This is an optimization exercise on Yosys and OpenROAD, whose aim is small area, not a production implementation. In this exercise RTL edits were held to simulation tests only and were not proved equivalent to the original. Power and IR drop assume default switching activity.

==> flow/design.v <==
module uart_tx (
    input  wire        clk_i,
    input  wire        rst_n_i,
    input  wire        cfg_en_i,
    input  wire [11:0] cfg_div_i,
    input  wire [ 1:0] cfg_bits_i,
    input  wire        cfg_parity_en_i,
    input  wire        cfg_stop_bits_i,
    output reg         tx_o,
    output reg         tx_busy_o,
    input  wire [ 7:0] tx_data_i,
    input  wire        tx_vld_i,
    output reg         tx_rdy_o
);
    localparam [2:0] IDLE = 3'd0, START = 3'd1, DATA = 3'd2, PARITY = 3'd3, STOP = 3'd4;
    reg  [ 2:0] state;
    reg  [ 2:0] state_next;
    reg  [ 2:0] cnt;
    reg  [ 7:0] data;
    reg         parity;
    reg  [ 1:0] stop;
    reg  [11:0] baud;
    wire        bit_done  = baud == cfg_div_i;
    wire        data_done = cnt[2] && (cnt[1:0] == cfg_bits_i) && bit_done;
    wire        stop_done = (!cfg_stop_bits_i || stop[1]) && stop[0];
    always @(posedge clk_i) begin
        if (!tx_busy_o || bit_done) baud <= 12'h0;
        else baud <= baud + 12'd1;
    end
    always @(*) begin
        case (state)
            IDLE:    state_next = tx_vld_i ? START : IDLE;
            START:   state_next = bit_done ? DATA : START;
            DATA:    state_next = data_done ? (cfg_parity_en_i ? PARITY : STOP) : DATA;
            PARITY:  state_next = bit_done ? STOP : PARITY;
            STOP:    state_next = stop_done ? IDLE : STOP;
            default: state_next = IDLE;
        endcase
    end
    always @(posedge clk_i or negedge rst_n_i) begin
        if (!rst_n_i) begin
            state     <= IDLE;
            tx_o      <= 1'b0;
            tx_busy_o <= 1'b0;
        end else begin
            state     <= cfg_en_i ? state_next : IDLE;
            tx_busy_o <= state_next != IDLE;
            case (state)
                START:   tx_o <= 1'b0;
                DATA:    tx_o <= data[0];
                PARITY:  tx_o <= parity;
                default: tx_o <= 1'b1;
            endcase
        end
    end
    always @(posedge clk_i) begin
        tx_rdy_o <= state == START && bit_done;
        if (state == DATA) begin
            if (bit_done) begin
                parity <= parity ^ data[0];
                cnt    <= cnt + 3'd1;
            end
        end else if (state == START) begin
            parity <= 1'b0;
            cnt    <= 3'd0;
        end
        if (bit_done) begin
            data    <= (state == START) ? tx_data_i : {1'b0, data[7:1]};
            stop[0] <= state == STOP;
            stop[1] <= stop[0];
        end
    end
endmodule
module uart_rx (
    input  wire        clk_i,
    input  wire        rst_n_i,
    input  wire        cfg_en_i,
    input  wire [11:0] cfg_div_i,
    input  wire        cfg_parity_en_i,
    input  wire [ 1:0] cfg_bits_i,
    input  wire        rx_i,
    input  wire        rx_rdy_i,
    output reg         rx_vld_o,
    output reg  [ 7:0] rx_data_o
);
    localparam [2:0] IDLE = 3'd0, START = 3'd1, DATA = 3'd2, PARITY = 3'd3, STOP = 3'd4;
    reg  [ 2:0] state;
    reg  [ 2:0] state_next;
    reg  [ 2:0] cnt;
    reg         parity;
    reg         busy;
    reg  [11:0] baud;
    wire        bit_done  = baud == cfg_div_i;
    wire        half_done = baud == {1'b0, cfg_div_i[11:1]};
    wire        data_done = cnt[2] && (cnt[1:0] == cfg_bits_i) && half_done;
    wire [ 3:0] next_7_4  = {
        cfg_bits_i == 2'd3 ? rx_i : 1'b0,
        cfg_bits_i == 2'd2 ? rx_i : rx_data_o[7],
        cfg_bits_i == 2'd1 ? rx_i : rx_data_o[6],
        cfg_bits_i == 2'd0 ? rx_i : rx_data_o[5]
    };
    always @(posedge clk_i) begin
        if (!busy || bit_done) baud <= 12'h0;
        else baud <= baud + 12'd1;
    end
    always @(*) begin
        case (state)
            IDLE:    state_next = !rx_i ? START : IDLE;
            START:   state_next = half_done ? (rx_i ? IDLE : DATA) : START;
            DATA:    state_next = data_done ? (cfg_parity_en_i ? PARITY : STOP) : DATA;
            PARITY:  state_next = half_done ? STOP : PARITY;
            STOP:    state_next = half_done ? IDLE : STOP;
            default: state_next = IDLE;
        endcase
    end
    always @(posedge clk_i or negedge rst_n_i) begin
        if (!rst_n_i) begin
            state    <= IDLE;
            busy     <= 1'b0;
            rx_vld_o <= 1'b0;
        end else begin
            state <= cfg_en_i ? state_next : IDLE;
            busy  <= state_next != IDLE;
            if (state == STOP && half_done) rx_vld_o <= cfg_parity_en_i ? !parity : 1'b1;
            else if (rx_rdy_i || state == START) rx_vld_o <= 1'b0;
        end
    end
    always @(posedge clk_i) begin
        if (state == DATA) begin
            if (half_done) begin
                rx_data_o <= {next_7_4, rx_data_o[4:1]};
                cnt       <= cnt + 3'd1;
            end
        end else if (state == START) begin
            rx_data_o <= 8'h0;
            cnt       <= 3'd0;
        end
        if (state == IDLE) parity <= 1'b0;
        else if (half_done && (state == DATA || state == PARITY)) parity <= parity ^ rx_i;
    end
endmodule
module sync_fifo #(
    parameter RST_DATA = 1
) (
    input  wire       clk_i,
    input  wire       rstn_i,
    output wire       wr_rdy_o,
    input  wire       wr_vld_i,
    input  wire [7:0] wr_data_i,
    input  wire       rd_rdy_i,
    output reg        rd_vld_o,
    output reg  [7:0] rd_data_o,
    output wire [3:0] elem_cnt_o
);
    reg  [3:0] cnt;
    reg  [7:0] line [0:7];
    wire       full  = cnt[3];
    wire       empty = ~|cnt;
    wire       wr    = wr_vld_i & ~full;
    wire       pre   = ~rd_vld_o | rd_rdy_i;
    wire       rd    = pre & ~empty;
    assign wr_rdy_o   = ~full;
    assign elem_cnt_o = cnt;
    always @(posedge clk_i or negedge rstn_i) begin
        if (!rstn_i) begin
            cnt      <= 4'd0;
            rd_vld_o <= 1'b0;
        end else begin
            if (wr & ~rd) cnt <= cnt + 4'd1;
            else if (rd & ~wr) cnt <= cnt - 4'd1;
            if (pre) rd_vld_o <= ~empty;
        end
    end
    always @(posedge clk_i) begin
        if (pre) rd_data_o <= (cnt[2:0] == 3'd0) ? line0 : line[cnt[2:0]];
    end
    wire [7:0] line0;
    generate
        if (RST_DATA) begin : g_seen
            reg [2:0] wcnt;
            reg       seen;
            always @(posedge clk_i or negedge rstn_i) begin
                if (!rstn_i) begin
                    wcnt <= 3'd0;
                    seen <= 1'b0;
                end else if (wr) begin
                    wcnt <= wcnt + 3'd1;
                    if (&wcnt) seen <= 1'b1;
                end
            end
            assign line0 = line[0] & {8{seen}};
        end else begin : g_noseen
            assign line0 = line[0];
        end
    endgenerate
    integer i;
    always @(posedge clk_i) begin
        if (wr) begin
            line[1] <= wr_data_i;
            for (i = 2; i < 8; i = i + 1) line[i] <= line[i-1];
            line[0] <= line[7];
        end
    end
endmodule
module uart_fifo (
    input  wire        clk_i,
    input  wire        rst_n_i,
    input  wire        cfg_en_i,
    input  wire [11:0] cfg_div_i,
    input  wire        cfg_parity_en_i,
    input  wire [ 1:0] cfg_bits_i,
    input  wire        cfg_stop_bits_i,
    input  wire        rx_i,
    output wire        tx_o,
    output wire        tx_busy_o,
    input  wire        wr_vld_i,
    input  wire [ 7:0] wr_data_i,
    output wire        wr_rdy_o,
    output wire [ 3:0] tx_cnt_o,
    output wire        rd_vld_o,
    output wire [ 7:0] rd_data_o,
    input  wire        rd_rdy_i,
    output wire [ 3:0] rx_cnt_o
);
    wire       tx_rdy;
    wire       tx_vld;
    wire [7:0] tx_data;
    wire       rx_rdy;
    wire       rx_vld;
    wire [7:0] rx_data;
    sync_fifo #(
        .RST_DATA(1)
    ) fifo_tx (
        .clk_i     (clk_i),
        .rstn_i    (rst_n_i),
        .wr_rdy_o  (wr_rdy_o),
        .wr_vld_i  (wr_vld_i),
        .wr_data_i (wr_data_i),
        .rd_rdy_i  (tx_rdy),
        .rd_vld_o  (tx_vld),
        .rd_data_o (tx_data),
        .elem_cnt_o(tx_cnt_o)
    );
    uart_tx tx_u (
        .clk_i          (clk_i),
        .rst_n_i        (rst_n_i),
        .cfg_en_i       (cfg_en_i),
        .cfg_div_i      (cfg_div_i),
        .cfg_bits_i     (cfg_bits_i),
        .cfg_parity_en_i(cfg_parity_en_i),
        .cfg_stop_bits_i(cfg_stop_bits_i),
        .tx_o           (tx_o),
        .tx_busy_o      (tx_busy_o),
        .tx_data_i      (tx_data),
        .tx_vld_i       (tx_vld),
        .tx_rdy_o       (tx_rdy)
    );
    uart_rx rx_u (
        .clk_i          (clk_i),
        .rst_n_i        (rst_n_i),
        .cfg_en_i       (cfg_en_i),
        .cfg_div_i      (cfg_div_i),
        .cfg_parity_en_i(cfg_parity_en_i),
        .cfg_bits_i     (cfg_bits_i),
        .rx_i           (rx_i),
        .rx_rdy_i       (rx_rdy),
        .rx_vld_o       (rx_vld),
        .rx_data_o      (rx_data)
    );
    sync_fifo #(
        .RST_DATA(0)
    ) fifo_rx (
        .clk_i     (clk_i),
        .rstn_i    (rst_n_i),
        .wr_rdy_o  (rx_rdy),
        .wr_vld_i  (rx_vld),
        .wr_data_i (rx_data),
        .rd_rdy_i  (rd_rdy_i),
        .rd_vld_o  (rd_vld_o),
        .rd_data_o (rd_data_o),
        .elem_cnt_o(rx_cnt_o)
    );
endmodule
==> flow/flow/run.sh <==
#!/bin/bash
# Own layout flow, built on the standard flow (standard.sh):
#  1. Synthesis is the standard synthesis script (synth_recipe.tcl, via
#     standard.sh) with one change: ABC maps the combinational logic with an
#     area-oriented script (flow/abc_area_map.script: repeated dch + map -a)
#     instead of ORFS's abc_speed.script. Flip-flops are mapped by dfflibmap
#     before ABC runs, so the registers, their names and cells are the
#     standard synthesis's. ORFS's scripts are copied into this work folder
#     and only abc_speed.script is replaced in the copy.
#  2. Floorplan to finish is standard.sh with ORFS's own scripts, except that
#     the port buffers are sky130_fd_sc_hd__buf_1 (every port still gets one)
#     and the clock tree uses clkbuf_16 with larger sink clusters and no dummy
#     loads.
# Each make call's full output goes to its own log in this folder; ORFS's
# per-step logs are in orfs/logs.
set -euo pipefail
cd "$(dirname "${BASH_SOURCE[0]}")/.."
rm -rf synth_scripts
cp -r "$FLOW_HOME/scripts" synth_scripts
cp flow/abc_area_map.script synth_scripts/abc_speed.script
bash standard.sh "SCRIPTS_DIR=$PWD/synth_scripts" ABC_AREA=0 synth > flow_synth.log 2>&1
bash standard.sh \
  "BUFFER_PORTS_ARGS=-buffer_cell sky130_fd_sc_hd__buf_1" \
  "CTS_ARGS=-sink_clustering_enable -repair_clock_nets -dont_use_dummy_load -buf_list sky130_fd_sc_hd__clkbuf_16 -sink_clustering_size 24 -sink_clustering_max_diameter 70" \
  finish > flow_layout.log 2>&1
==> flow/flow/abc_area_map.script <==
strash
dch
map -a
strash
dch -f
map -a
strash
dch -f
map -a
strash
dch -f
map -a
topo
stime -c
==> flow/standard.sh <==
#!/bin/bash
# synth_recipe.tcl (not shown) runs the flow's synth.tcl, then flattens the netlist and writes it again
# the make line also repeats each setting of config.mk as NAME=value (left out here)
make -C /OpenROAD-flow-scripts/flow DESIGN_CONFIG=/design/flow/config.mk WORK_HOME=/design/flow/orfs CLKGATE_MAP_FILE= SYNTH_SCRIPT=/design/flow/synth_recipe.tcl "${@:-finish}"
==> flow/config.mk <==
export PLATFORM = sky130hd
export DESIGN_NAME = uart_fifo
export DESIGN_NICKNAME = uart_fifo
export VERILOG_FILES = /design/flow/design.v
export SDC_FILE = /design/flow/constraint.sdc
export NUM_CORES = 4
export LEC_CHECK = 0
export CAP_MARGIN = 0
export CORE_MARGIN = 2
export CORE_UTILIZATION = 65
export SLEW_MARGIN = 0
==> flow/constraint.sdc <==
create_clock -name core_clock -period 5.0 [get_ports {clk_i}]
set_input_delay 1.0000 -clock core_clock [delete_from_list [all_inputs] [get_ports {clk_i}]]
set_output_delay 1.0000 -clock core_clock [all_outputs]
set_load 0.01 [all_outputs]
==> results of run 1 <==
metrics by stage:
step / setup WS (ps) / cells / instance area, um^2
final: 2100 / 921 / 9610
after global routing: 1900 / 921 / 9610
after CTS: 2110 / 921 / 9610
after detailed placement: 1860 / 908 / 9280
after global placement: 2100 / 908 / 9280
after floorplan: 202 / 677 / 8820
logic make-up (layout without fill, tap and decap cells):
| kind of cell | Yosys count | after routing | share of synthesized area, % |
|---|---|---|---|
| AOI/OAI and AO/OA | 136 | 136 | 10.9 |
| xor gates and xnor gates | 31 | 31 | 3.08 |
| adders and majority gates | 13 | 13 | 2.02 |
| buffers and inverters | 77 | 145 | 3.36 |
| DFF | 219 | 219 | 70.3 |
| muxes | 1 | 1 | 0.128 |
| and+or+nand+nor | 200 | 200 | 10.2 |
how the worst min path moves through the flow:
stage | from | end | cells after the start
2_1_floorplan | rx_u.rx_data_o[0] | fifo_rx.line[1][0] | 0
3_3_place_gp | rx_u.rx_data_o[0] | fifo_rx.line[1][0] | 0
3_5_place_dp | rx_u.rx_data_o[0] | fifo_rx.line[1][0] | 0
4_1_cts | rx_u.rx_data_o[0] | fifo_rx.line[1][0] | 0
5_1_grt | rx_u.rx_data_o[0] | fifo_rx.line[1][0] | 0
6_report | rx_u.rx_data_o[0] | fifo_rx.line[1][0] | 0
critical path: cells and delay by family, from the launching register on:
kind | cells | cell delay [ps]
compound gates | 1 | 190
xor+xnor | 1 | 190
fa+ha+maj | 2 | 640
buf+inv | 3 | 860
flops | 1 | 480
simple gates | 3 | 430
power by group:
| group | internal, W | switching, W |
|---|---|---|
| logic | 0.000413 | 0.000625 |
| clock network | 0.000466 | 0.000522 |
| registers | 0.00227 | 0.000192 |
final cells by class:
type / count / area, um^2
clock buffer: 13 / 325
fill: 925 / 3640
inverter: 75 / 282
multi-input combinational: 381 / 2340
sequential: 219 / 6200
tap: 176 / 220
timing repair buffer: 57 / 244
cell usage after synthesis (2+ instances only):
cell type,instances,area (um^2)
dfxtp_1,26,521
nand2_1,62,233
nand4_1,9,56.3
a31oi_1,3,18.8
nand3_1,11,55.1
buf_4,2,15.0
xnor2_1,5,43.8
edfxtp_1,169,5070
dfrtp_1,24,601
nor3_1,41,205
o21ai_0,9,45.0
o221ai_1,2,17.5
o21bai_1,4,30.0
or2_2,2,12.5
xor2_1,26,228
nor3b_1,5,37.5
clkinv_1,75,282
a31o_2,8,70.1
o22ai_1,7,43.8
a22oi_1,58,435
nor4_1,12,75.1
nor2_1,56,210
a21oi_1,23,115
fa_1,2,40.0
ha_1,11,138
a211oi_1,2,15.0
a311oi_1,4,35.0
a221oi_1,3,26.3
a41oi_1,9,78.8
flip-flops by register name (all words and copies together), names as in the netlist, 2 cells and up:
name / flops
fifo_rx.cnt: 4
fifo_rx.line: 64
fifo_rx.rd_data_o: 8
fifo_tx.cnt: 4
fifo_tx.g_seen.wcnt: 3
fifo_tx.line: 64
fifo_tx.rd_data_o: 8
rx_u.baud: 12
rx_u.cnt: 3
rx_u.rx_data_o: 8
rx_u.state: 3
tx_u.baud: 12
tx_u.cnt: 3
tx_u.data: 8
tx_u.state: 3
tx_u.stop: 2
layer usage:
layer  share of wire (%)  vias to the layer above
li1                    -                     2671
met1                  42                     2719
met2                  50                      211
met3                 5.6                       42
met4                 2.5                        0
met5                   0                        -
==> results.ini, run 1 <==
[outcome]
status = complete, no violations

[timing]
max_freq_ghz = 0.345
rsz0062_at_grt = false
final_max_slew_viol_count = 0
tightest_slew_ps = 1250
hold_viol = 0
finalCritPeriodShare_pct = 57.9
setup-tns-final_ps = 0
fin_crit_ps = 2900
hold_ws_ps = 429
skew_ps = 29.0
slew_headroom_pct = 16.3
setup_viol = 0

[cells_and_area]
area_delta_synth_final_pct = 8.95
fin_util_pct = 72.5
insertedDiodeCount = 0
final_common_cell = edfxtp_1
drive_gt1_share_pct = 4.70
final_cell_mix = edfxtp_1, clkinv_1, nand2_1, a22oi_1, nor2_1
nNetsFinal = 790

[synth]
synth_edf_count = 169
synthFlopType = edfxtp_1
async_flop_share_pct = 11.0
syn-cell-area_mm2 = 0.00882
synth_nets = 720
ys_types = 36
avgSynthCellArea_um2 = 13.0
synth-seq-cells = 219
synth_seq_area_share_pct = 70.3
yosys_warnings = 6
synth_cells = 677

[global_routing]
grt_max_degree = 68
grt_pass1_wl_um = 26600
first_global_vias = 5590
antenna_found_initial = 0
gr-usage-met3_pct = 3.58
overflow = 0
grt_usage_pct = 23.0
gr-usage-met1_pct = 30.6
use_met2_pct = 39.2
busiest_layer = met2

[worst_setup_path]
cp_max_fo = 65
max_stage_delay_ps = 620
cp.required_ps = 5380
crit_start = fifo_rx.cnt[3]
critPathSlowestCell = buf_4
worstSetupStartpointType = register
r2r_setup_slack_ps = 2100
setup.worst_path.end_class = register
cp.arrival_ps = 3280
r2r_start = fifo_rx.cnt[3]
cp_cell_sequence = nor2_4 > buf_4 > ha_1 > clkinv_1 > ha_1 > clkinv_1 > o21bai_1 > nor2_1 > nor3b_1 > xor2_1
reg2reg_to = fifo_rx.cnt[3]
path_class = reg2reg
endpoint = fifo_rx.cnt[3]
r2r_cells = 10

[routing]
viasPerCell = 6.13
routed_wl_um = 16200
drt_iter0_drc = 441
routedWlPerCell_um = 17.6
drc = 0
dr.pass1.iters = 5
vias = 5643
ant_nets = 0

[cts]
clockBufferDepth = 3
post_cts_buffers = 0
clk_pin_slew_worst_paths_ps = 90
cts-buffers-inserted = 13
cts-resized-gates = 0
cts_tree = built
hold_buffers = 0
clock_latency_ps = 460
htree_levels = 1
cts.sinks = 219
cts_root_buf = clkbuf_16

[placement]
io_buffers = 49
dp_hpwl_um = 11400
gp_congestion = 0.967

[floorplan]
dieArea_mm2 = 0.0145
initial_utilization_pct = 66.6
die_y_um = 120
rows = 42
dieWidth_um = 120
core_mm2 = 0.0132
pin_count = 50

[power]
peakVddDrop_mv = 0.311
finalPower_w = 0.00449
p_leak_nw = 3.19
p_per_area_mw_per_mm2 = 467

[worst_hold_path]
hold_class = reg2reg

[job]
maxCapViolCount = 0

==> run 2, diff against run 1 <==
--- a/flow/flow/run.sh
+++ b/flow/flow/run.sh
@@ -9,7 +9,7 @@
 #     and only abc_speed.script is replaced in the copy.
 #  2. Floorplan to finish is standard.sh with ORFS's own scripts, except that
 #     the port buffers are sky130_fd_sc_hd__buf_1 (every port still gets one)
-#     and the clock tree uses clkbuf_16 with larger sink clusters and no dummy
+#     and the clock tree uses clkbuf_4 with larger sink clusters and no dummy
 #     loads.
 # Each make call's full output goes to its own log in this folder; ORFS's
 # per-step logs are in orfs/logs.
@@ -21,5 +21,5 @@
 bash standard.sh "SCRIPTS_DIR=$PWD/synth_scripts" ABC_AREA=0 synth > flow_synth.log 2>&1
 bash standard.sh \
   "BUFFER_PORTS_ARGS=-buffer_cell sky130_fd_sc_hd__buf_1" \
-  "CTS_ARGS=-sink_clustering_enable -repair_clock_nets -dont_use_dummy_load -buf_list sky130_fd_sc_hd__clkbuf_16 -sink_clustering_size 24 -sink_clustering_max_diameter 70" \
+  "CTS_ARGS=-sink_clustering_enable -repair_clock_nets -dont_use_dummy_load -buf_list sky130_fd_sc_hd__clkbuf_4 -sink_clustering_size 8 -sink_clustering_max_diameter 35" \
   finish > flow_layout.log 2>&1
==> run 2 against run 1 <==
- critical endpoint unchanged
- worst hold slack lost 49 ps
- die area stayed put
- largest cell class unchanged
- worst setup slack got worse by 26 ps
- routed wire length rose by 1.8%
- combinational power is essentially flat
==> results.ini, run 2 <==
[outcome]
status = complete, no violations

[worst_setup_path]
crit_cells = 10  ; unchanged
crit_family = buffers and inverters
cp_cell_sequence = nor2_4 > buf_4 > ha_1 > clkinv_1 > ha_1 > clkinv_1 > o21bai_1 > nor2_1 > nor3b_1 > xor2_1
cp.required_ps = 5500  ; +120 ps
critPathSlowestCell = buf_4
setup.worst_path.end_class = register
cp.arrival_ps = 3420  ; +140 ps
cp_max_fo = 65  ; unchanged
max_stage_delay_ps = 630  ; about the same
worstSetupStartpointType = register
r2r_cells = 10  ; unchanged
critPathBufInv = 3  ; unchanged
path_class = reg2reg

[timing]
rsz0062_at_grt = false
fin_crit_ps = 2920  ; +26.1 ps
max_freq_ghz = 0.342  ; -0.89%
hold_ws_ps = 380  ; -49.2 ps
slew_headroom_pct = 16.6  ; +0.28 points
setup_viol = 0  ; unchanged
setup-tns-final_ps = 0  ; unchanged
final_max_slew_viol_count = 0  ; unchanged
tightest_slew_ps = 1240  ; -4.20 ps
hold_viol = 0  ; unchanged
finalCritPeriodShare_pct = 58.5  ; +0.52 points
skew_ps = 76.3  ; +47.3 ps

[routing]
routed_wl_um = 16500  ; +1.8%
drt_iter0_drc = 438  ; -0.68%
drc = 0  ; unchanged
ant_nets = 0  ; unchanged
dr.pass1.iters = 4  ; -1
vias = 5690  ; +0.83%
viasPerCell = 6.03  ; -1.6%
routedWlPerCell_um = 17.5  ; -0.67%

[synth]
synth_top_cell_by_area = edfxtp_1
netlist.area_leader.share_pct = 57.6  ; unchanged
synth_cells = 677  ; unchanged
synth-seq-cells = 219  ; unchanged
yosys_warnings = 6  ; unchanged
syn-cell-area_mm2 = 0.00882  ; unchanged
synthFlopType = edfxtp_1
async_flop_share_pct = 11.0  ; unchanged
yosysMostFrequentCell = edfxtp_1
synth_edf_count = 169  ; unchanged
synth_nets = 720  ; unchanged
synth.top_cells.by_area = edfxtp_1, dfrtp_1, dfxtp_1
ys_types = 36  ; unchanged
synth_seq_area_share_pct = 70.3  ; unchanged
avgSynthCellArea_um2 = 13.0  ; unchanged
yosys-top-cells-count = edfxtp_1, clkinv_1, nand2_1, a22oi_1, nor2_1

[cells_and_area]
area_delta_synth_final_pct = 8.33
final_common_cell = edfxtp_1
drive_gt1_share_pct = 7.55  ; +2.9 points
insertedDiodeCount = 0  ; unchanged
nNetsFinal = 813  ; +2.9%
largestRegisters = fifo_rx.line: 64 flops, fifo_tx.line: 64 flops
fin_util_pct = 72.1  ; -0.42 points
final_cell_mix = edfxtp_1, clkinv_1, nand2_1, a22oi_1, nor2_1

[cts]
cts.sinks = 219  ; unchanged
cts_tree = built
cts-resized-gates = 0  ; unchanged
htree_levels = 2  ; +1
clk_pin_slew_worst_paths_ps = 80  ; about the same
cts_root_buf = clkbuf_4
clockBufferDepth = 3  ; unchanged
cts-buffers-inserted = 36  ; +23
hold_buffers = 0  ; unchanged
clock_latency_ps = 610  ; +150 ps
post_cts_buffers = 0  ; unchanged

[power]
peakVddDrop_mv = 0.323  ; +3.8%
p_per_area_mw_per_mm2 = 458  ; -1.9%
finalPower_w = 0.00438  ; -2.5%
p_leak_nw = 3.19  ; +0.17%

[global_routing]
grt_pass1_wl_um = 27100  ; +1.7%
grt_max_degree = 68  ; unchanged
first_global_vias = 5782  ; +3.4%
grt_usage_pct = 23.8  ; +0.82 points
overflow = 0  ; unchanged
antenna_found_initial = 0  ; unchanged

[floorplan]
dieArea_mm2 = 0.0145  ; unchanged
initial_utilization_pct = 66.6  ; unchanged
dieWidth_um = 120  ; unchanged
core_mm2 = 0.0132  ; unchanged
pin_count = 50  ; unchanged
rows = 42  ; unchanged
die_y_um = 120  ; unchanged

[placement]
dp_hpwl_um = 11400  ; unchanged
io_buffers = 49  ; unchanged
gp_congestion = 0.967  ; unchanged

[worst_hold_path]
hold_class = in2async

[job]
maxCapViolCount = 0  ; unchanged

run 2: cell count changes in the layout (fill, tap and decap cells not counted):
cell / change
clkbuf_16: -13
clkbuf_4: +36
run 2: worst reg2reg max path, cell delays in order (launching register included):
cell	delay (ps)
dfrtp_1	480
nor2_4	130
buf_4	630
ha_1	300
clkinv_1	170
ha_1	370
clkinv_1	80
o21bai_1	190
nor2_1	60
nor3b_1	240
xor2_1	180
run 2: per-layer routing:
layer  GRT usage (%)  wire, um  vias up  share of wire (%)
met5               0         0        -                  0
met1            30.8      7060     2730                 43
met3            6.13       858       43                5.2
li1                -         -     2729                  -
met4            9.30       445        0                2.7
met2            39.0      8160      188                 49
run 2: stage by stage:
stage | setup WS (ps) | cell area [um^2] | std cells
detailed placement | 1860 | 9280 | 908
finish | 2080 | 9550 | 944
global route | 1890 | 9550 | 944
CTS | 2110 | 9550 | 944
global placement | 2100 | 9280 | 908
floorplan | 202 | 8820 | 677
run 2: worst paths after layout:
kind,from,endpoint,slack (ps)
min in group core_clock,fifo_rx.line[2][7],fifo_rx.line[3][7],430
setup / recovery,fifo_rx.cnt[3],fifo_rx.cnt[3],2080
hold reg to reg,fifo_rx.line[2][7],fifo_rx.line[3][7],430
max in group asynchronous,rst_n_i,rx_u.state[0],4350
setup reg to reg,fifo_rx.cnt[3],fifo_rx.cnt[3],2080
hold / removal,rst_n_i,fifo_tx.cnt[0],380
run 2: logic make-up (layout without fill, tap and decap cells):
kind of cell,Yosys count,in the layout,synth area share (%)
AO/OA/AOI/OAI,136,136,10.9
XOR/XNOR,31,31,3.08
adder cells (fa/ha/maj),13,13,2.02
buffers and inverters,77,168,3.36
flip-flops,219,219,70.3
multiplexers,1,1,0.128
AND/OR/NAND/NOR,200,200,10.2
run 2: report_power, final:
group | total (W) | switching (W) | internal, W
logic | 0.00104 | 0.000626 | 0.000413
registers | 0.00246 | 0.000190 | 0.00227
clock network | 0.000878 | 0.000545 | 0.000332
run 2: layout make-up:
class                           instances  area (um^2)
Clock buffer                           36          270
Fill cell                             937         3690
Inverter                               75          282
Multi-Input combinational cell        381         2340
Sequential cell                       219         6200
Tap cell                              176          220
Timing Repair Buffer                   57          244
==> run 3, diff against run 2 <==
==> flow/flow/run.sh (replaced) <==
#!/bin/bash
# Own layout flow, built on the standard flow (standard.sh):
#  1. Synthesis is the standard synthesis script (synth_recipe.tcl, via
#     standard.sh) with one change: ABC maps the combinational logic with an
#     area-oriented script (flow/abc_area_map.script: repeated dch + amap)
#     instead of ORFS's abc_speed.script. Flip-flops are mapped by dfflibmap
#     before ABC runs, so the registers, their names and cells are the
#     standard synthesis's. ORFS's scripts are copied into this work folder
#     and only abc_speed.script is replaced in the copy. The adders are left
#     to ABC as well (ADDER_MAP_FILE empty) instead of being mapped to
#     ha/fa cells beforehand.
#  2. Floorplan to finish is standard.sh with ORFS's own scripts, except that
#     the port buffers are sky130_fd_sc_hd__buf_1 (every port still gets one)
#     and the clock tree uses clkbuf_8 with larger sink clusters and no dummy
#     loads.
# Each make call's full output goes to its own log in this folder; ORFS's
# per-step logs are in orfs/logs.
set -euo pipefail
cd "$(dirname "${BASH_SOURCE[0]}")/.."
rm -rf synth_scripts
cp -r "$FLOW_HOME/scripts" synth_scripts
cp flow/abc_area_map.script synth_scripts/abc_speed.script
bash standard.sh "SCRIPTS_DIR=$PWD/synth_scripts" ABC_AREA=0 ADDER_MAP_FILE= synth > flow_synth.log 2>&1
bash standard.sh \
  "BUFFER_PORTS_ARGS=-buffer_cell sky130_fd_sc_hd__buf_1" \
  "CTS_ARGS=-sink_clustering_enable -repair_clock_nets -dont_use_dummy_load -buf_list sky130_fd_sc_hd__clkbuf_8 -sink_clustering_size 16 -sink_clustering_max_diameter 60" \
  finish > flow_layout.log 2>&1
==> flow/flow/abc_area_map.script (replaced) <==
strash
dch
amap
strash
dch -f
amap
strash
dch -f
amap
strash
dch -f
amap
topo
stime -c
--- a/flow/config.mk
+++ b/flow/config.mk
@@ -8,4 +8,5 @@
 export CAP_MARGIN = 0
 export CORE_MARGIN = 2
 export CORE_UTILIZATION = 65
+export GPL_TIMING_DRIVEN = 0
 export SLEW_MARGIN = 0
==> run 3 against run 2 <==
- sequential power shrank 13%
- worst hold slack improved by 24 ps
- synthesized cell count decreased by 7.1%
- sequential share of layout area grew 2.2 points
- utilization increased by 0.77 points
- highest routed layer unchanged
- worst setup slack worse by 680 ps
- register-to-register slack worse by 680 ps
- critical endpoint is now fifo_tx.cnt[2]
==> results.ini, run 3 <==
[cts]
htree_levels = 1  ; -1
post_cts_buffers = 0  ; unchanged
clockBufferDepth = 3  ; unchanged
cts_tree = built
cts-buffers-inserted = 18  ; -50%
clk_pin_slew_worst_paths_ps = 90  ; about the same
hold_buffers = 0  ; unchanged
cts.sinks = 219  ; unchanged
cts-resized-gates = 0  ; unchanged
cts_root_buf = clkbuf_8
clock_latency_ps = 500  ; -110 ps

[synth]
synth.top_cells.by_area = edfxtp_1, dfrtp_1, dfxtp_1
netlist.area_leader.share_pct = 59.8  ; +2.2 points
synth_edf_count = 169  ; unchanged
yosys_warnings = 6  ; unchanged
synth_cells = 629  ; -7.1%
async_flop_share_pct = 11.0  ; unchanged
ys_types = 39  ; +8.3%
synth_seq_area_share_pct = 73.0  ; +2.7 points
syn-cell-area_mm2 = 0.00849  ; -3.7%
synth_nets = 659  ; -8.5%
synth-seq-cells = 219  ; unchanged
synthFlopType = edfxtp_1
yosys-top-cells-count = edfxtp_1, nor2_1, clkinv_1, nand2_1, o22ai_1
avgSynthCellArea_um2 = 13.5  ; +3.6%
synth_top_cell_by_area = edfxtp_1
yosysMostFrequentCell = edfxtp_1

[timing]
tightest_slew_ps = 1370  ; +128 ps
max_freq_ghz = 0.277  ; -19%
skew_ps = 46.3  ; -30.0 ps
finalCritPeriodShare_pct = 72.2  ; +14 points
setup_viol = 0  ; unchanged
fin_crit_ps = 3610  ; +685 ps
final_max_slew_viol_count = 0  ; unchanged
slew_headroom_pct = 8.04  ; -8.6 points
setup-tns-final_ps = 0  ; unchanged
rsz0062_at_grt = false
hold_viol = 0  ; unchanged

[power]
finalPower_w = 0.00371  ; -15%
peakVddDrop_mv = 0.277  ; -14%
p_leak_nw = 2.91  ; -8.9%
p_per_area_mw_per_mm2 = 402  ; -12%

[worst_setup_path]
critPathBufInv = 2  ; -1
cp_max_fo = 11  ; -83%
max_stage_delay_ps = 980  ; +350 ps
cp_cell_sequence = nor3_1 > clkinv_1 > o21ai_0 > nand2_1 > clkinv_1 > o22ai_1 > o22ai_1 > o21ai_0 > o22ai_1 > o22ai_1
cp.required_ps = 5370  ; -130 ps
worstSetupStartpointType = register
r2r_setup_slack_ps = 1390  ; -680 ps
crit_family = compound AO/OA/AOI/OAI gates
cp.arrival_ps = 3980  ; +560 ps
critPathSlowestCell = nor3_1
cpMostUsedCell = o22ai_1
setup.worst_path.end_class = register
path_class = reg2reg

[routing]
vias = 5526  ; -2.9%
dr.pass1.iters = 6  ; +2
ant_nets = 0  ; unchanged
routedWlPerCell_um = 18.4  ; +5.1%
drc = 0  ; unchanged
viasPerCell = 6.33  ; +5.0%
routed_wl_um = 16100  ; -2.8%
drt_iter0_drc = 672  ; +53%

[cells_and_area]
fin_util_pct = 72.9  ; +0.77 points
multiInputGateArea_mm2 = 0.00205  ; -12%
nNetsFinal = 733  ; -9.8%
area_delta_synth_final_pct = 8.78
largestRegisters = fifo_rx.line: 64 flops, fifo_tx.line: 64 flops
final_common_cell = edfxtp_1
final_cell_mix = edfxtp_1, nor2_1, clkinv_1, buf_1, nand2_1
seq_area_mm2 = 0.00620  ; unchanged
drive_gt1_share_pct = 3.99  ; -3.6 points
fill_cells = 894  ; -4.6%
insertedDiodeCount = 0  ; unchanged

[global_routing]
antenna_found_initial = 0  ; unchanged
grt_pass1_wl_um = 26200  ; -3.3%
first_global_vias = 5366  ; -7.2%
overflow = 0  ; unchanged
grt_usage_pct = 23.2  ; -0.60 points
grt_max_degree = 61  ; -10%

[floorplan]
rows = 41  ; -2.4%
dieArea_mm2 = 0.0140  ; -3.6%
core_mm2 = 0.0127  ; -4.3%
initial_utilization_pct = 67.0  ; +0.43 points
die_y_um = 118  ; -1.8%
pin_count = 50  ; unchanged
dieWidth_um = 118  ; -1.8%

[placement]
io_buffers = 49  ; unchanged
dp_hpwl_um = 11000  ; -2.8%
gp_congestion = 0.908  ; -6.1%

[worst_hold_path]
hold_class = reg2reg

[job]
maxCapViolCount = 0  ; unchanged

[outcome]
status = complete, no violations

## run 3: where the power goes
group          internal [W]  switching (W)  total (W)
clock              0.000324       0.000518   0.000842
combinational      0.000265       0.000470   0.000736
sequential          0.00207      0.0000659    0.00213
total               0.00266        0.00105    0.00371
## run 3: final cells by class
class                   count  share of cell area [%]
flip-flops and latches    219                    67.1
multi-input cells         344                    22.2
repair buffers             54                    2.95
clock buffers              18                    2.68
inverters                  64                    2.61
well taps                 172                    2.33
plain buffers               2                   0.163
## run 3: metal layers
| layer | up-vias | wire length (um) | GRT usage, % | part of all wire [%] |
|---|---|---|---|---|
| met5 | - | 0 | 0 | 0 |
| met4 | 0 | 470 | 8.36 | 2.9 |
| met3 | 49 | 1020 | 3.28 | 6.4 |
| met2 | 247 | 7920 | 38.9 | 49 |
| met1 | 2616 | 6650 | 31.4 | 41 |
| li1 | 2614 | - | - | - |
## run 3: worst reg2reg max path, stage by stage, from the launching register on
cell,delay (ps)
dfrtp_1,460
nor3_1,980
clkinv_1,530
o21ai_0,420
nand2_1,180
clkinv_1,120
o22ai_1,120
o22ai_1,190
o21ai_0,150
o22ai_1,230
o22ai_1,100
## run 3: cell families after synthesis
family	share of synthesized area [%]
buf+inv	3.01
flops	73.0
compound gates	15.0
simple gates	9.06
## run 3: metrics by stage
step           instances  cell area, um^2  setup slack [ps]  hold WS, ps
6_report             873             9240              1390          404
5_1_grt              873             9240               936          403
4_1_cts              873             9240              1400          401
3_5_place_dp         855             8990              1410          415
3_3_place_gp         850             8890              -387          408
2_1_floorplan        629             8490               748          400
## run 3: final timing paths
| kind | startpoint | end | cells past startpoint |
|---|---|---|---|
| worst min register to register | fifo_tx.line[6][0] | fifo_tx.line[7][0] | 0 |
| min in group asynchronous | rst_n_i | fifo_rx.cnt[2] | 1 |
| max in group asynchronous | rst_n_i | fifo_tx.cnt[3] | 1 |
| worst min-delay path | fifo_tx.line[6][0] | fifo_tx.line[7][0] | 0 |
| worst max register to register | fifo_tx.cnt[0] | fifo_tx.cnt[2] | 10 |
| worst max-delay path | fifo_tx.cnt[0] | fifo_tx.cnt[2] | 10 |
==> run 4, diff against run 3 <==
--- a/flow/config.mk
+++ b/flow/config.mk
@@ -8,5 +8,4 @@
 export CAP_MARGIN = 0
 export CORE_MARGIN = 2
 export CORE_UTILIZATION = 65
-export GPL_TIMING_DRIVEN = 0
 export SLEW_MARGIN = 0
==> run 4 against run 3 <==
- critical path type unchanged
- critical path depth down 1
- sequential share of layout area about the same
- sequential cell count unchanged
- die area unchanged
- clock-buffer cell count down 1
- critical endpoint is now fifo_rx.cnt[3]
- register-to-register slack better by 610 ps
- combinational power up 4.9%
- utilization about the same
==> results.ini, run 4 <==
[worst_setup_path]
cp_max_fo = 11  ; unchanged
setup.worst_path.end_class = register
worstSetupStartpointType = register
path_class = reg2reg
r2r_start = fifo_rx.cnt[0]
r2r_setup_slack_ps = 2000  ; +610 ps
reg2reg_to = fifo_rx.cnt[3]
cp.required_ps = 5370  ; about the same
cp.arrival_ps = 3370  ; -610 ps
r2r_cells = 9  ; -1

[synth]
synth_top_cell_by_area = edfxtp_1
synth-seq-cells = 219  ; unchanged
synth_nets = 659  ; unchanged
yosysMostFrequentCell = edfxtp_1
yosys-top-cells-count = edfxtp_1, nor2_1, clkinv_1, nand2_1, o22ai_1
synth_edf_count = 169  ; unchanged
netlist.area_leader.share_pct = 59.8  ; unchanged
synth_seq_area_share_pct = 73.0  ; unchanged
async_flop_share_pct = 11.0  ; unchanged
syn-cell-area_mm2 = 0.00849  ; unchanged
yosys_warnings = 6  ; unchanged
ys_types = 39  ; unchanged
synthFlopType = edfxtp_1
synth.top_cells.by_area = edfxtp_1, dfrtp_1, dfxtp_1
synth_cells = 629  ; unchanged
avgSynthCellArea_um2 = 13.5  ; unchanged

[timing]
fin_ws_ps = 2000  ; +605 ps
skew_ps = 41.1  ; -5.21 ps
setup_viol = 0  ; unchanged
finalCritPeriodShare_pct = 60.1  ; -12 points
max_freq_ghz = 0.333  ; +20%
fin_crit_ps = 3000  ; -605 ps
slew_headroom_pct = 11.9  ; +3.8 points
final_max_slew_viol_count = 0  ; unchanged
hold_viol = 0  ; unchanged
rsz0062_at_grt = false
tightest_slew_ps = 1310  ; -57.1 ps
setup-tns-final_ps = 0  ; unchanged
hold_ws_ps = 443  ; +39.8 ps

[cells_and_area]
largestRegisters = fifo_rx.line: 64 flops, fifo_tx.line: 64 flops
area_delta_synth_final_pct = 8.71  ; about the same
drive_gt1_share_pct = 4.80  ; +0.81 points
design_area_mm2 = 0.00923  ; about the same
final_common_cell = edfxtp_1
insertedDiodeCount = 0  ; unchanged
nNetsFinal = 740  ; +0.95%
final_cell_mix = edfxtp_1, nor2_1, clkinv_1, buf_1, nand2_1

[worst_hold_path]
hold_class = reg2reg
hold_path_depth = 0  ; unchanged
min_to = fifo_rx.line[1][0]
min-delay-start = rx_u.rx_data_o[0]

[cts]
clockBufferDepth = 3  ; unchanged
clk_pin_slew_worst_paths_ps = 90  ; about the same
cts-buffers-inserted = 17  ; -1
clock_latency_ps = 510  ; about the same
htree_levels = 1  ; unchanged
hold_buffers = 0  ; unchanged
cts_tree = built
cts.sinks = 219  ; unchanged
post_cts_buffers = 0  ; unchanged
cts-resized-gates = 0  ; unchanged
cts_root_buf = clkbuf_8

[global_routing]
grt_pass1_wl_um = 26400  ; +0.92%
grt_usage_pct = 23.3  ; +0.074 points
grt_max_degree = 67  ; +9.8%
antenna_found_initial = 0  ; unchanged
first_global_vias = 5499  ; +2.5%
overflow = 0  ; unchanged

[placement]
dp_hpwl_um = 11000  ; -0.64%
post-place-ws_ps = 1540  ; +133 ps
io_buffers = 49  ; unchanged
gp_congestion = 0.891  ; -1.8%
dpl_cell_area_mm2 = 0.00900  ; about the same

[routing]
viasPerCell = 6.27  ; -0.99%
ant_nets = 0  ; unchanged
routedWlPerCell_um = 18.3  ; -0.38%
drc = 0  ; unchanged
dr.pass1.iters = 6  ; unchanged
drt_iter0_drc = 393  ; -42%
routed_wl_um = 16100  ; +0.42%
vias = 5515  ; -0.20%

[floorplan]
pin_count = 50  ; unchanged
dieArea_mm2 = 0.0140  ; unchanged
core_mm2 = 0.0127  ; unchanged
dieWidth_um = 118  ; unchanged
initial_utilization_pct = 67.0  ; unchanged
rows = 41  ; unchanged
die_y_um = 118  ; unchanged

[power]
p_leak_nw = 2.93  ; +0.64%
p_per_area_mw_per_mm2 = 404  ; +0.52%
finalPower_w = 0.00373  ; +0.46%
peakVddDrop_mv = 0.311  ; +12%

[job]
maxCapViolCount = 0  ; unchanged

[outcome]
status = complete, no violations

-- run 4: cell counts after synthesis --
Identical to the previous run, type by type.
-- run 4: report_power, final --
group	switching [W]	total, W	internal [W]
combinational	0.000474	0.000772	0.000298
clock	0.000515	0.000822	0.000307
sequential	0.0000669	0.00214	0.00207
total	0.00106	0.00373	0.00267
-- run 4: cells by family after synthesis --
kind of cell / after synthesis / synth area share, %
AO/OA/AOI/OAI: 173 / 15.0
buffers and inverters: 66 / 3.01
flip-flops: 219 / 73.0
AND/OR/NAND/NOR: 171 / 9.06
-- run 4: worst max path at each step --
stage / cells past startpoint / start / to
after CTS: 9 / fifo_rx.cnt[0] / fifo_rx.cnt[3]
after global routing: 9 / fifo_rx.cnt[0] / fifo_rx.cnt[3]
after floorplan: 5 / fifo_rx.cnt[3] / fifo_rx.cnt[3]
final: 9 / fifo_rx.cnt[0] / fifo_rx.cnt[3]
after detailed placement: 10 / cfg_div_i[5] / rx_u.busy
after global placement: 10 / cfg_div_i[5] / rx_u.busy
-- run 4: critical path, cell delays in order (launching register included) --
cell	delay, ps
dfrtp_1	470
clkinv_1	110
nand2_1	90
nor2_1	530
clkinv_1	550
o21ai_0	520
nand2_1	150
clkinv_1	120
nor2_1	70
o32a_1	280
-- run 4: final cells by class --
cell class                 count  area (um^2)
fill                         883         3440
sequential                   219         6200
inverter                      64          240
tap                          172          215
multi-input combinational    344         2050
timing repair buffer          64          297
clock buffer                  17          234
-- run 4: per-layer routing --
layer / up-vias / global-route usage [%] / share of wire [%]
met5: - / 0 / 0
met4: 0 / 7.53 / 2.0
met3: 28 / 3.72 / 6.0
met2: 211 / 39.7 / 50
met1: 2656 / 31.0 / 42
li1: 2620 / - / -
-- run 4: through the flow --
| stage | cells | util, % |
|---|---|---|
| after floorplan | 629 | - |
| after global placement | 863 | 71.0 |
| after detailed placement | 863 | 71.0 |
| after CTS | 880 | 72.8 |
| after global routing | 880 | 72.8 |
| final | 880 | 72.8 |
==> run 5, diff against run 4 <==
--- a/flow/design.v
+++ b/flow/design.v
@@ -27,15 +27,15 @@
         if (!tx_busy_o || bit_done) baud <= 12'h0;
         else baud <= baud + 12'd1;
     end
+    wire s_idle   = ~|state;
+    wire s_start  = state[0] & ~state[1];
+    wire s_data   = state[1] & ~state[0];
+    wire s_parity = state[1] & state[0];
+    wire s_stop   = state[2];
     always @(*) begin
-        case (state)
-            IDLE:    state_next = tx_vld_i ? START : IDLE;
-            START:   state_next = bit_done ? DATA : START;
-            DATA:    state_next = data_done ? (cfg_parity_en_i ? PARITY : STOP) : DATA;
-            PARITY:  state_next = bit_done ? STOP : PARITY;
-            STOP:    state_next = stop_done ? IDLE : STOP;
-            default: state_next = IDLE;
-        endcase
+        state_next[0] = (s_idle & tx_vld_i) | (s_start & ~bit_done) | (s_data & data_done & cfg_parity_en_i) | (s_parity & ~bit_done);
+        state_next[1] = (s_start & bit_done) | (s_data & (~data_done | cfg_parity_en_i)) | (s_parity & ~bit_done);
+        state_next[2] = (s_data & data_done & ~cfg_parity_en_i) | (s_parity & bit_done) | (s_stop & ~stop_done);
     end
     always @(posedge clk_i or negedge rst_n_i) begin
         if (!rst_n_i) begin
@@ -44,29 +44,24 @@
             tx_busy_o <= 1'b0;
         end else begin
             state     <= cfg_en_i ? state_next : IDLE;
-            tx_busy_o <= state_next != IDLE;
-            case (state)
-                START:   tx_o <= 1'b0;
-                DATA:    tx_o <= data[0];
-                PARITY:  tx_o <= parity;
-                default: tx_o <= 1'b1;
-            endcase
-        end
-    end
-    always @(posedge clk_i) begin
-        tx_rdy_o <= state == START && bit_done;
-        if (state == DATA) begin
+            tx_busy_o <= |state_next;
+            tx_o <= s_start ? 1'b0 : s_data ? data[0] : s_parity ? parity : 1'b1;
+        end
+    end
+    always @(posedge clk_i) begin
+        tx_rdy_o <= s_start && bit_done;
+        if (s_data) begin
             if (bit_done) begin
                 parity <= parity ^ data[0];
                 cnt    <= cnt + 3'd1;
             end
-        end else if (state == START) begin
+        end else if (s_start) begin
             parity <= 1'b0;
             cnt    <= 3'd0;
         end
         if (bit_done) begin
-            data    <= (state == START) ? tx_data_i : {1'b0, data[7:1]};
-            stop[0] <= state == STOP;
+            data    <= s_start ? tx_data_i : {1'b0, data[7:1]};
+            stop[0] <= s_stop;
             stop[1] <= stop[0];
         end
     end
@@ -103,15 +98,15 @@
         if (!busy || bit_done) baud <= 12'h0;
         else baud <= baud + 12'd1;
     end
+    wire s_idle   = ~|state;
+    wire s_start  = state[0] & ~state[1];
+    wire s_data   = state[1] & ~state[0];
+    wire s_parity = state[1] & state[0];
+    wire s_stop   = state[2];
     always @(*) begin
-        case (state)
-            IDLE:    state_next = !rx_i ? START : IDLE;
-            START:   state_next = half_done ? (rx_i ? IDLE : DATA) : START;
-            DATA:    state_next = data_done ? (cfg_parity_en_i ? PARITY : STOP) : DATA;
-            PARITY:  state_next = half_done ? STOP : PARITY;
-            STOP:    state_next = half_done ? IDLE : STOP;
-            default: state_next = IDLE;
-        endcase
+        state_next[0] = (s_idle & ~rx_i) | (s_start & ~half_done) | (s_data & data_done & cfg_parity_en_i) | (s_parity & ~half_done);
+        state_next[1] = (s_start & half_done & ~rx_i) | (s_data & (~data_done | cfg_parity_en_i)) | (s_parity & ~half_done);
+        state_next[2] = (s_data & data_done & ~cfg_parity_en_i) | (s_parity & half_done) | (s_stop & ~half_done);
     end
     always @(posedge clk_i or negedge rst_n_i) begin
         if (!rst_n_i) begin
@@ -120,23 +115,23 @@
             rx_vld_o <= 1'b0;
         end else begin
             state <= cfg_en_i ? state_next : IDLE;
-            busy  <= state_next != IDLE;
-            if (state == STOP && half_done) rx_vld_o <= cfg_parity_en_i ? !parity : 1'b1;
-            else if (rx_rdy_i || state == START) rx_vld_o <= 1'b0;
-        end
-    end
-    always @(posedge clk_i) begin
-        if (state == DATA) begin
+            busy  <= |state_next;
+            if (s_stop && half_done) rx_vld_o <= cfg_parity_en_i ? !parity : 1'b1;
+            else if (rx_rdy_i || s_start) rx_vld_o <= 1'b0;
+        end
+    end
+    always @(posedge clk_i) begin
+        if (s_data) begin
             if (half_done) begin
                 rx_data_o <= {next_7_4, rx_data_o[4:1]};
                 cnt       <= cnt + 3'd1;
             end
-        end else if (state == START) begin
+        end else if (s_start) begin
             rx_data_o <= 8'h0;
             cnt       <= 3'd0;
         end
-        if (state == IDLE) parity <= 1'b0;
-        else if (half_done && (state == DATA || state == PARITY)) parity <= parity ^ rx_i;
+        if (s_idle) parity <= 1'b0;
+        else if (half_done && state[1]) parity <= parity ^ rx_i;
     end
 endmodule
 module sync_fifo #(
==> run 5 against run 4 <==
- still clean
- worst setup slack gained 130 ps
- synthesized cell count decreased by 1.4%
- worst hold slack barely moved
- synthesized area fell by 0.50%
- final area down 0.49%
- clock skew increased by 17 ps
- final cell count is 1.3% lower
- sequential share of layout area increased by 0.33 points
- critical path depth is the same
- sequential power rose by 8%
- clock-buffer cell count rose by 1
- die area is 0.48% lower
- critical path type unchanged
- critical endpoint unchanged
- largest cell class unchanged
==> results.ini, run 5 <==
[outcome]
status = complete, no violations

[worst_setup_path]
critPathSlowestCell = nor2_1
r2r_start = fifo_rx.cnt[0]
cpMostUsedCell = clkinv_1
cp_max_fo = 11  ; unchanged
cp.arrival_ps = 3200  ; -170 ps
max_stage_delay_ps = 510  ; -40 ps
cp.required_ps = 5330  ; -40 ps
cp_cell_sequence = clkinv_1 > nand2_1 > nor2_1 > clkinv_1 > o21ai_0 > nand2_1 > clkinv_1 > nor2_1 > o32a_1
worstSetupStartpointType = register
r2r_cells = 9  ; unchanged
path_class = reg2reg
reg2reg_to = fifo_rx.cnt[3]
r2r_setup_slack_ps = 2130  ; +130 ps
critPathBufInv = 3  ; unchanged
crit_cells = 9  ; unchanged
setup.worst_path.end_class = register
crit_family = simple AND/OR/NAND/NOR gates

[placement]
dp_cells = 851  ; -1.4%
dp_hpwl_um = 11500  ; +5.2%
io_buffers = 49  ; unchanged
gp_congestion = 0.899  ; +0.89%

[cells_and_area]
final_common_cell = edfxtp_1
final_cell_mix = edfxtp_1, nor2_1, clkinv_1, buf_1, nand2_1
drive_gt1_share_pct = 4.59  ; -0.21 points
insertedDiodeCount = 0  ; unchanged
largestRegisters = fifo_rx.line: 64 flops, fifo_tx.line: 64 flops
fill_cells = 850  ; -3.7%
nNetsFinal = 729  ; -1.5%
area_delta_synth_final_pct = 8.72  ; about the same
final-instance-count-excl-fill = 869  ; -1.3%

[floorplan]
dieWidth_um = 118  ; -0.24%
core_mm2 = 0.0127  ; unchanged
rows = 41  ; unchanged
die_y_um = 118  ; -0.24%
pin_count = 50  ; unchanged
dieArea_mm2 = 0.0139  ; -0.48%
initial_utilization_pct = 66.7  ; -0.34 points

[cts]
cts_root_buf = clkbuf_8
hold_buffers = 0  ; unchanged
cts.sinks = 219  ; unchanged
cts-buffers-inserted = 18  ; +1
cts-resized-gates = 0  ; unchanged
htree_levels = 1  ; unchanged
clockBufferDepth = 3  ; unchanged
clk_pin_slew_worst_paths_ps = 90  ; about the same
clock_latency_ps = 490  ; -20 ps
cts_tree = built
post_cts_buffers = 0  ; unchanged

[synth]
syn-cell-area_mm2 = 0.00845  ; -0.50%
synth_seq_area_share_pct = 73.3  ; +0.37 points
synth_edf_count = 169  ; unchanged
yosys_warnings = 6  ; unchanged
yosys-top-cells-count = edfxtp_1, nor2_1, clkinv_1, nand2_1, a222oi_1
synth-seq-cells = 219  ; unchanged
synthFlopType = edfxtp_1
synth_top_cell_by_area = edfxtp_1
async_flop_share_pct = 11.0  ; unchanged
synth_cells = 620  ; -1.4%
avgSynthCellArea_um2 = 13.6  ; +0.94%
synth_nets = 650  ; -1.4%
ys_types = 33  ; -15%
netlist.area_leader.share_pct = 60.1  ; +0.30 points
synth.top_cells.by_area = edfxtp_1, dfrtp_1, dfxtp_1
yosysMostFrequentCell = edfxtp_1

[power]
swShare_pct = 30.5  ; +2.2 points
p_sw_w = 0.00127  ; +21%
p_per_area_mw_per_mm2 = 454  ; +12%
peakVddDrop_mv = 0.353  ; +13%
internal_power_w = 0.00290  ; +8.3%
pwr-share-comb_pct = 24.9  ; +4.2 points
seq_power_share_pct = 55.3  ; -1.9 points
p_leak_nw = 2.95  ; +0.78%
p_clk_share_pct = 19.8  ; -2.2 points

[routing]
drt_iter0_drc = 697  ; +77%
routedWlPerCell_um = 19.2  ; +4.9%
viasPerCell = 6.36  ; +1.4%
dr.pass1.iters = 6  ; unchanged
routed_wl_um = 16700  ; +3.6%
ant_nets = 0  ; unchanged
vias = 5525  ; +0.18%
drc = 0  ; unchanged

[timing]
max_freq_ghz = 0.348  ; +4.6%
rsz0062_at_grt = false
finalCritPeriodShare_pct = 57.4  ; -2.7 points
slew_headroom_pct = 17.3  ; +5.4 points
tightest_slew_ps = 1230  ; -80.3 ps
final_max_slew_viol_count = 0  ; unchanged
hold_viol = 0  ; unchanged
setup-tns-final_ps = 0  ; unchanged
setup_viol = 0  ; unchanged
skew_ps = 57.9  ; +16.8 ps
fin_crit_ps = 2870  ; -133 ps

[worst_hold_path]
hold_path_depth = 0  ; unchanged
min_to = fifo_tx.line[2][1]
hold_class = reg2reg
min-delay-start = fifo_tx.line[1][1]

[global_routing]
grt_usage_pct = 24.2  ; +0.96 points
first_global_vias = 5430  ; -1.3%
grt_pass1_wl_um = 27000  ; +2.2%
grt_max_degree = 67  ; unchanged
overflow = 0  ; unchanged
antenna_found_initial = 0  ; unchanged

[job]
maxCapViolCount = 0  ; unchanged

run 5: cell count changes in the layout (fill, tap and decap cells not counted), sizes merged, moves of 4 or more:
| cell | change |
|---|---|
| o32a | +4 |
| a22oi | -11 |
| nor2b | +5 |
| a222oi | +5 |
| nand2 | +7 |
| or3 | -4 |
| nand3 | -5 |
| a221oi | +5 |
run 5: cell type report:
| type | count | area, um^2 | area share (%) |
|---|---|---|---|
| inverters | 66 | 248 | 2.70 |
| multi-input cells | 333 | 2000 | 21.8 |
| repair buffers | 61 | 274 | 2.98 |
| flip-flops and latches | 219 | 6200 | 67.5 |
| well taps | 172 | 215 | 2.34 |
| clock buffers | 18 | 248 | 2.70 |
run 5: cell families (layout without fill, tap and decap cells):
family | Yosys count | after routing | share of synthesized area (%)
DFF | 219 | 219 | 73.3
and+or+nand+nor | 168 | 168 | 8.80
buffers and inverters | 68 | 145 | 3.11
AOI/OAI and AO/OA | 165 | 165 | 14.8
run 5: power groups by stage:
stage,clock (W),combinational [W],sequential (W)
3_5_place_dp,0,0.00103,0.00234
4_1_cts,0.000840,0.00104,0.00230
2_1_floorplan,0,0.000660,0.00234
6_report,0.000825,0.00104,0.00231
5_1_grt,0.000907,0.00114,0.00232
3_3_place_gp,0,0.00100,0.00233
run 5: worst reg2reg max path: cells and delay by family, from the launching register on:
| family | cells | cell delay (ps) |
|---|---|---|
| buf+inv | 3 | 760 |
| compound gates | 2 | 720 |
| simple gates | 4 | 840 |
| flops | 1 | 450 |
run 5: how the worst max path moves through the flow:
stage,start,to,slack [ps]
6_report,fifo_rx.cnt[0],fifo_rx.cnt[3],2130
5_1_grt,cfg_div_i[9],tx_u.tx_busy_o,1920
4_1_cts,fifo_rx.cnt[0],fifo_rx.cnt[3],2140
3_5_place_dp,cfg_div_i[9],tx_u.tx_busy_o,1760
3_3_place_gp,cfg_div_i[9],tx_u.tx_busy_o,1920
2_1_floorplan,fifo_rx.cnt[3],fifo_rx.cnt[3],710
run 5: metal layers:
layer	wire, um	GRT usage, %	up-vias
met2	8080	39.8	242
met1	6990	33.3	2677
met4	329	8.06	0
met3	1300	4.36	29
li1	-	-	2577
met5	0	0	-
run 5: stage by stage:
step	total power [W]	cell area, um^2	utilization (%)	hold slack, ps	setup slack, ps
CTS	0.00418	9190	72.5	440	2140
finish	0.00417	9190	72.5	444	2130
detailed placement	0.00337	8940	70.5	422	1760
global placement	0.00334	8940	70.5	411	1920
floorplan	0.00300	8450	-	400	709
global route	0.00437	9190	72.5	448	1920
==> run 6, diff against run 5 <==
--- a/flow/flow/run.sh
+++ b/flow/flow/run.sh
@@ -23,5 +23,5 @@
 bash standard.sh "SCRIPTS_DIR=$PWD/synth_scripts" ABC_AREA=0 ADDER_MAP_FILE= synth > flow_synth.log 2>&1
 bash standard.sh \
   "BUFFER_PORTS_ARGS=-buffer_cell sky130_fd_sc_hd__buf_1" \
-  "CTS_ARGS=-sink_clustering_enable -repair_clock_nets -dont_use_dummy_load -buf_list sky130_fd_sc_hd__clkbuf_8 -sink_clustering_size 16 -sink_clustering_max_diameter 60" \
+  "CTS_ARGS=-sink_clustering_enable -repair_clock_nets -dont_use_dummy_load -buf_list sky130_fd_sc_hd__clkbuf_8 -sink_clustering_size 18 -sink_clustering_max_diameter 55" \
   finish > flow_layout.log 2>&1
==> run 6 against run 5 <==
- still clean
- routed wire length rose by 1.1%
- clock-buffer cell count is 1 lower
- first-iteration DRC count rose by 10%
- final area fell by 0.15%
- clock skew rose by 24 ps
- critical endpoint unchanged
==> results.ini, run 6 <==
[outcome]
status = complete, no violations

[floorplan]
die_y_um = 118  ; unchanged
core_mm2 = 0.0127  ; unchanged
rows = 41  ; unchanged
dieWidth_um = 118  ; unchanged
pin_count = 50  ; unchanged
dieArea_mm2 = 0.0139  ; unchanged
initial_utilization_pct = 66.7  ; unchanged

[synth]
synth_fa_ha_area_share_pct = 0  ; unchanged
synthSimpleGateAreaFrac_pct = 8.80  ; unchanged
synth_top_cell_by_area = edfxtp_1
syn-cell-area_mm2 = 0.00845  ; unchanged
synth_compound_area_share_pct = 14.8  ; unchanged
synth_top_family_by_area = compound AO/OA/AOI/OAI gates
synth.area.mux_share_pct = 0  ; unchanged
synth_seq_area_share_pct = 73.3  ; unchanged
ys_types = 33  ; unchanged
synth_cells = 620  ; unchanged
synth.top_cells.by_area = edfxtp_1, dfrtp_1, dfxtp_1
netlist.area_leader.share_pct = 60.1  ; unchanged
synthFlopType = edfxtp_1
synth_edf_count = 169  ; unchanged
yosysMostFrequentCell = edfxtp_1
yosys_warnings = 6  ; unchanged
synth_xor_area_share_pct = 0  ; unchanged
synth_nets = 650  ; unchanged
yosys-top-cells-count = edfxtp_1, nor2_1, clkinv_1, nand2_1, a222oi_1
async_flop_share_pct = 11.0  ; unchanged
avgSynthCellArea_um2 = 13.6  ; unchanged
synth-seq-cells = 219  ; unchanged

[cts]
cts_root_buf = clkbuf_8
cts_tree = built
cts-buffers-inserted = 17  ; -1
clk_pin_slew_worst_paths_ps = 100  ; about the same
cts.sinks = 219  ; unchanged
htree_levels = 1  ; unchanged
post_cts_buffers = 0  ; unchanged
clock_latency_ps = 520  ; +30 ps
clockBufferDepth = 3  ; unchanged
hold_buffers = 0  ; unchanged
cts-resized-gates = 0  ; unchanged

[timing]
max_freq_ghz = 0.357  ; +2.3%
setup_viol = 0  ; unchanged
slew_headroom_pct = 11.6  ; -5.6 points
skew_ps = 82.1  ; +24.2 ps
fin_crit_ps = 2800  ; -65.4 ps
rsz0062_at_grt = false
final_max_slew_viol_count = 0  ; unchanged
hold_viol = 0  ; unchanged
setup-tns-final_ps = 0  ; unchanged
finalCritPeriodShare_pct = 56.1  ; -1.3 points
tightest_slew_ps = 1320  ; +84.0 ps

[routing]
dr.pass1.iters = 6  ; unchanged
vias = 5513  ; -0.22%
routed_wl_um = 16900  ; +1.1%
routedWlPerCell_um = 19.5  ; +1.2%
viasPerCell = 6.35  ; -0.10%
drc = 0  ; unchanged
ant_nets = 0  ; unchanged
drt_iter0_drc = 767  ; +10%

[cells_and_area]
insertedDiodeCount = 0  ; unchanged
final_common_cell = edfxtp_1
largestRegisters = fifo_rx.line: 64 flops, fifo_tx.line: 64 flops
nNetsFinal = 728  ; -0.14%
area_delta_synth_final_pct = 8.56
final_cell_mix = edfxtp_1, nor2_1, clkinv_1, buf_1, nand2_1
drive_gt1_share_pct = 4.45  ; -0.14 points

[worst_setup_path]
worstSetupStartpointType = register
path_class = reg2reg
setup.worst_path.end_class = register
cp_max_fo = 11  ; unchanged
cp.required_ps = 5380  ; +50 ps
cp.arrival_ps = 3180  ; -20 ps

[global_routing]
grt_max_degree = 67  ; unchanged
overflow = 0  ; unchanged
first_global_vias = 5404  ; -0.48%
grt_usage_pct = 24.5  ; +0.20 points
grt_pass1_wl_um = 27200  ; +0.48%
antenna_found_initial = 0  ; unchanged

[placement]
io_buffers = 49  ; unchanged
gp_congestion = 0.899  ; unchanged
dp_hpwl_um = 11500  ; unchanged

[power]
p_per_area_mw_per_mm2 = 454  ; about the same
finalPower_w = 0.00416  ; -0.23%
p_leak_nw = 2.94  ; -0.24%
peakVddDrop_mv = 0.404  ; +15%

[job]
maxCapViolCount = 0  ; unchanged

[worst_hold_path]
hold_class = reg2reg

==> run 6: changes by cell type in the layout (fill, tap and decap cells not counted) <==
cell / previous run / this run
clkbuf_8: 18 / 17
==> run 6: kinds of logic (layout without fill, tap and decap cells) <==
logic type             count (synthesis)  after routing
AO/OA/AOI/OAI                        165            165
buffers and inverters                 68            144
flip-flops                           219            219
AND/OR/NAND/NOR                      168            168
==> run 6: critical path, cell delays in order (launching register included) <==
cell and delay [ps]:
dfrtp_1 440, clkinv_1 130, nand2_1 100, nor2_1 510, clkinv_1 510, o21ai_0 420, nand2_1 160, clkinv_1 110
nor2_1 70, o32a_1 290
==> run 6: worst paths after layout <==
| kind | slack [ps] | startpoint | depth (start not counted) | to |
|---|---|---|---|---|
| worst min-delay path | 440 | fifo_rx.line[3][4] | 0 | fifo_rx.line[4][4] |
| worst max register to register | 2200 | fifo_rx.cnt[0] | 9 | fifo_rx.cnt[3] |
| worst min register to register | 440 | fifo_rx.line[3][4] | 0 | fifo_rx.line[4][4] |
| min in group asynchronous | 470 | rst_n_i | 2 | fifo_tx.g_seen.wcnt[2] |
| max in group asynchronous | 4170 | rst_n_i | 2 | fifo_rx.cnt[0] |
| worst max-delay path | 2200 | fifo_rx.cnt[0] | 9 | fifo_rx.cnt[3] |
==> run 6: area by class of cell <==
type | instances | area [um^2]
inverter | 66 | 248
clock buffer | 17 | 234
multi-input combinational | 333 | 2000
timing repair buffer | 61 | 274
tap | 172 | 215
sequential | 219 | 6200
fill | 847 | 3500
==> run 6: report_power, final <==
| group | switching, W | leakage (nW) | internal, W |
|---|---|---|---|
| combinational | 0.000650 | 0.776 | 0.000389 |
| clock | 0.000508 | 0.122 | 0.000307 |
| sequential | 0.000122 | 2.04 | 0.00218 |
| total | 0.00128 | 2.94 | 0.00288 |
==> run 6: per-layer routing <==
metal | part of all wire [%] | GRT usage (%)
met1 | 42 | 33.4
met2 | 48 | 40.5
met3 | 7.5 | 4.89
met4 | 2.3 | 6.93
met5 | 0 | 0
==> run 6: per-stage QoR <==
step	hold slack (ps)	util (%)	std cells	setup WS, ps	area [um^2]
2_1_floorplan	400	-	620	709	8450
6_report	439	72.4	868	2200	9170
3_3_place_gp	411	70.5	851	1920	8940
3_5_place_dp	422	70.5	851	1760	8940
4_1_cts	445	72.4	868	2210	9170
5_1_grt	444	72.4	868	1960	9170

## static timing again, ports no longer ideal
No port has a modelled driver above. Below, the same layouts with a new extraction and two added sets of constraints. Step 1 (the two cells are an assumption about what drives the block):
set clk [get_ports {clk_i}]
set_driving_cell -lib_cell sky130_fd_sc_hd__clkbuf_16 $clk
set_driving_cell -lib_cell sky130_fd_sc_hd__buf_2 [delete_from_list [all_inputs] $clk]
Step 2 adds t to the input delays and takes it off the output delays; t is the mean of the earliest and latest rising clock arrival at the registers after step 1. Input paths then give back, and output paths get back, about the clock's delay inside the block. a / b / c = ideal / step 1 / step 2; a / b = the first two.
run | t, ns | slack for setup (ns) | worst data-port slew with drivers (ns) | cell pins on the clock port's net
run 1 | 0.490 | 2.103 / 2.103 / 1.863 | 0.04 | 1
run 2 | 0.609 | 2.077 / 2.077 / 1.845 | 0.04 | 1
run 3 | 0.518 | 1.392 / 1.392 / 1.340 | 0.04 | 1
run 4 | 0.524 | 1.997 / 1.997 / 1.531 | 0.04 | 1
run 5 | 0.496 | 2.130 / 2.130 / 1.719 | 0.04 | 1
run 6 | 0.512 | 2.196 / 2.196 / 1.740 | 0.04 | 1
After both steps every run listed still meets setup and hold. For run 4, which loses most, drivers alone change the setup slack by 0.000 ns; drivers and shift together by -0.466 ns.
